What follows belongs to an exercise in optimizing a design on an open flow for small area; a production flow would make more cautious choices.
In this exercise RTL edits were held to simulation tests only and were not proved equivalent to the original.
Power and IR drop assume default switching activity.

## before
==> module pwm_ctrl, before the edit <==
module pwm_ctrl #(
  parameter 	NUM_CH = 8,
  parameter 	CNT_WIDTH = 16
)(
  input clock,
  input resetn,
  input read,
  input write,
  input [5:0] address,
  input chipselect,
  input [3:0] byteenable,
  input [31:0] writedata,
  output [31:0] readdata,
  output logic [NUM_CH-1:0] 	pwm_out_ff
);
integer i;
genvar j, k;
logic              we;
logic              sel_max;
logic              sel_en;
logic [NUM_CH-1:0] sel_duty;
assign we      = chipselect & write;
assign sel_max = address == 6'd0;
assign sel_en  = address == 6'd1;
always_comb
  for (i = 0; i < NUM_CH; i = i + 1)
    sel_duty[i] = address == 6'(i + 2);
logic [15:0] wd_duty;
assign wd_duty = writedata[15:0] & {{8{byteenable[1]}}, {8{byteenable[0]}}};
logic [1:0]           max_wr_ff;
logic [CNT_WIDTH-1:0] max_raw_ff;
logic [CNT_WIDTH-1:0] cnt_max;
generate
  for (k = 0; k < 2; k = k + 1) begin: max_byte
    always_ff @(posedge clock, negedge resetn)
      if (!resetn)
        max_wr_ff[k] <= 1'b0;
      else if (we && sel_max && byteenable[k])
        max_wr_ff[k] <= 1'b1;
    always_ff @(posedge clock)
      if (we && sel_max && byteenable[k])
        max_raw_ff[8*k +: 8] <= writedata[8*k +: 8];
    assign cnt_max[8*k +: 8] = max_raw_ff[8*k +: 8] | {8{~max_wr_ff[k]}};
  end
endgenerate
logic [NUM_CH-1:0] ch_en_ff;
always_ff @(posedge clock, negedge resetn)
  if (!resetn)
    ch_en_ff <= {NUM_CH{1'b0}};
  else if (we && sel_en && byteenable[0])
    ch_en_ff <= writedata[NUM_CH-1:0];
logic [NUM_CH-1:0]    duty_wr_ff;
logic [CNT_WIDTH-1:0] duty_raw_ff [NUM_CH-1:0];
generate
  for (j = 0; j < NUM_CH; j = j + 1) begin: ch
    always_ff @(posedge clock, negedge resetn)
      if (!resetn)
        duty_wr_ff[j] <= 1'b0;
      else if (we && sel_duty[j])
        duty_wr_ff[j] <= 1'b1;
    for (k = 0; k < 2; k = k + 1) begin: duty_byte
      always_ff @(posedge clock)
        if (we && sel_duty[j] && (byteenable[k] || !duty_wr_ff[j]))
          duty_raw_ff[j][8*k +: 8] <= ~wd_duty[8*k +: 8];
    end
  end
endgenerate
logic [15:0] rd;
always_comb begin
  rd = (cnt_max & {16{sel_max}}) |
       ({8'd0, ch_en_ff} & {16{sel_en}});
  for (i = 0; i < NUM_CH; i = i + 1)
    rd = rd | (~duty_raw_ff[i] & {16{sel_duty[i] & duty_wr_ff[i]}});
end
assign readdata = {16'd0, rd};
logic [CNT_WIDTH-1:0] cnt_ff;
always_ff @(posedge clock)
  if (!(|ch_en_ff) || cnt_ff == cnt_max)
    cnt_ff <= '0;
  else
    cnt_ff <= cnt_ff + 1'b1;
function automatic logic less(input logic [CNT_WIDTH-1:0] c,
                              input logic [CNT_WIDTH-1:0] d);
  logic lt;
  lt = 1'b0;
  for (int b = 0; b < CNT_WIDTH; b = b + 1)
    lt = (~c[b] & d[b]) | ((~c[b] | d[b]) & lt);
  less = lt;
endfunction
always_ff @(posedge clock, negedge resetn)
  if (!resetn)
    pwm_out_ff <= {NUM_CH{1'b0}};
  else
    for (i = 0; i < NUM_CH; i = i + 1)
      pwm_out_ff[i] <= ch_en_ff[i] && duty_wr_ff[i] && less(cnt_ff, ~duty_raw_ff[i]);
endmodule
Settings: LEC_CHECK=0, CAP_MARGIN=0, CORE_MARGIN=2, CORE_UTILIZATION=65, SLEW_MARGIN=0, BUFFER_PORTS_ARGS=-buffer_cell sky130_fd_sc_hd__buf_1, SKIP_REPAIR_TIE_FANOUT=1, CTS_ARGS=-sink_clustering_enable -repair_clock_nets -dont_use_dummy_load -buf_list {sky130_fd_sc_hd__clkbuf_8}; clock period 10.0 ns.
standard.sh (not shown) runs the stock make flow with config.mk's settings and CLKGATE_MAP_FILE= SYNTH_SCRIPT=/design/flow/synth_recipe.tcl, a recipe that flattens the netlist after the stock synthesis.
==> flow/flow/run.sh <==
#!/bin/bash
# The standard layout (standard.sh) with these changes:
#  - synthesis maps logic with an area-oriented ABC script (flow/synth.tcl,
#    flow/abc_area_min.script); everything else in synthesis is unchanged;
#  - the port buffers are buf_1 cells;
#  - one tie cell drives all constant outputs (no tie fanout repair);
set -e
export FLOW_ABC_SCRIPT=$PWD/flow/abc_area_min.script
cat >> config.mk <<'EOC'
export BUFFER_PORTS_ARGS = -buffer_cell sky130_fd_sc_hd__buf_1
export SKIP_REPAIR_TIE_FANOUT = 1
export CTS_ARGS = -sink_clustering_enable -repair_clock_nets -dont_use_dummy_load -buf_list {sky130_fd_sc_hd__clkbuf_8}
EOC
bash standard.sh SYNTH_SCRIPT=$PWD/flow/synth.tcl finish > standard.log 2>&1
==> flow/flow/abc_area_min.script <==
strash
ifraig
dc2
dch -f
&get -n
&nf -a -R 1000
&st
&dch -f
&nf -a -R 1000
&put
==> flow/flow/synth.tcl <==
# synth_recipe.tcl (the standard synthesis) with one change: ABC maps the
# logic with the area-oriented script in abc_area_min.script.
proc synth {args} { yosys synth -nofsm -noshare {*}$args }
proc abc {args} {
  set i [lsearch -exact $args -script]
  if {$i >= 0} { lset args [expr {$i + 1}] $::env(FLOW_ABC_SCRIPT) }
  yosys abc {*}$args
}
source $::env(SCRIPTS_DIR)/synth.tcl
# left out here: clear keep_hierarchy, flatten, clean up, hide names made inside functions, write 1_2_yosys.v
For after, these inputs were changed with respect to before:
--- a/flow/design.v
+++ b/flow/design.v
@@ -44,10 +44,16 @@
   end
 endgenerate
+logic              en_wr_ff;
+logic [NUM_CH-1:0] en_raw_ff;
 logic [NUM_CH-1:0] ch_en_ff;
 always_ff @(posedge clock, negedge resetn)
   if (!resetn)
-    ch_en_ff <= {NUM_CH{1'b0}};
+    en_wr_ff <= 1'b0;
   else if (we && sel_en && byteenable[0])
-    ch_en_ff <= writedata[NUM_CH-1:0];
+    en_wr_ff <= 1'b1;
+always_ff @(posedge clock)
+  if (we && sel_en && byteenable[0])
+    en_raw_ff <= writedata[NUM_CH-1:0];
+assign ch_en_ff = en_raw_ff & {NUM_CH{en_wr_ff}};
 logic [NUM_CH-1:0]    duty_wr_ff;
 logic [CNT_WIDTH-1:0] duty_raw_ff [NUM_CH-1:0];
==> comparison <==
When after is set beside before, its sequential cell area share turns out to be 0.83 points larger. Diff before -> after | via count | down slightly. Looking at count of mapped cells out of synthesis, after sits below before. Side by side, shortest period the worst path allows turned out lower in after than in before. after ends up with lower multiplexer area fraction after synthesis than before does. | post-CTS clock slew at the launch and capture registers of the worst setup and hold paths | before vs after | ≈ equal |. Combinational power: before and after compared, higher one is before. after vs before — count of placed standard cells in the final layout, fillers left out dropped 3.0%.

## separate check: timing with driven ports
The flow's constraints put no driver on any port. The routed layouts listed below were extracted and timed again, unchanged, in two steps.
Step 1 (the two cells are an assumption about what drives the block):
set clk [get_ports {clock}]
set_driving_cell -lib_cell sky130_fd_sc_hd__clkbuf_16 $clk
set_driving_cell -lib_cell sky130_fd_sc_hd__buf_2 [delete_from_list [all_inputs] $clk]
Step 2, shift: input delay + t, output delay - t, t = (earliest + latest rising clock arrival at the registers) / 2. This alone moves slack from input paths to output paths.
Three values: no drivers, after step 1, after step 2; two values: the first two.
run	shift t [ns]	setup slack, ns	worst setup path after step 2	worst register clock-pin slew, ns
before	0.492	3.735 / 3.714 / 3.714	input to output	0.09 / 0.09
after	0.494	3.752 / 3.730 / 3.730	input to output	0.09 / 0.09
After both steps setup and hold are still met in every run listed. For after, which loses most, drivers alone change the setup slack by -0.022 ns; drivers and shift together by -0.022 ns.
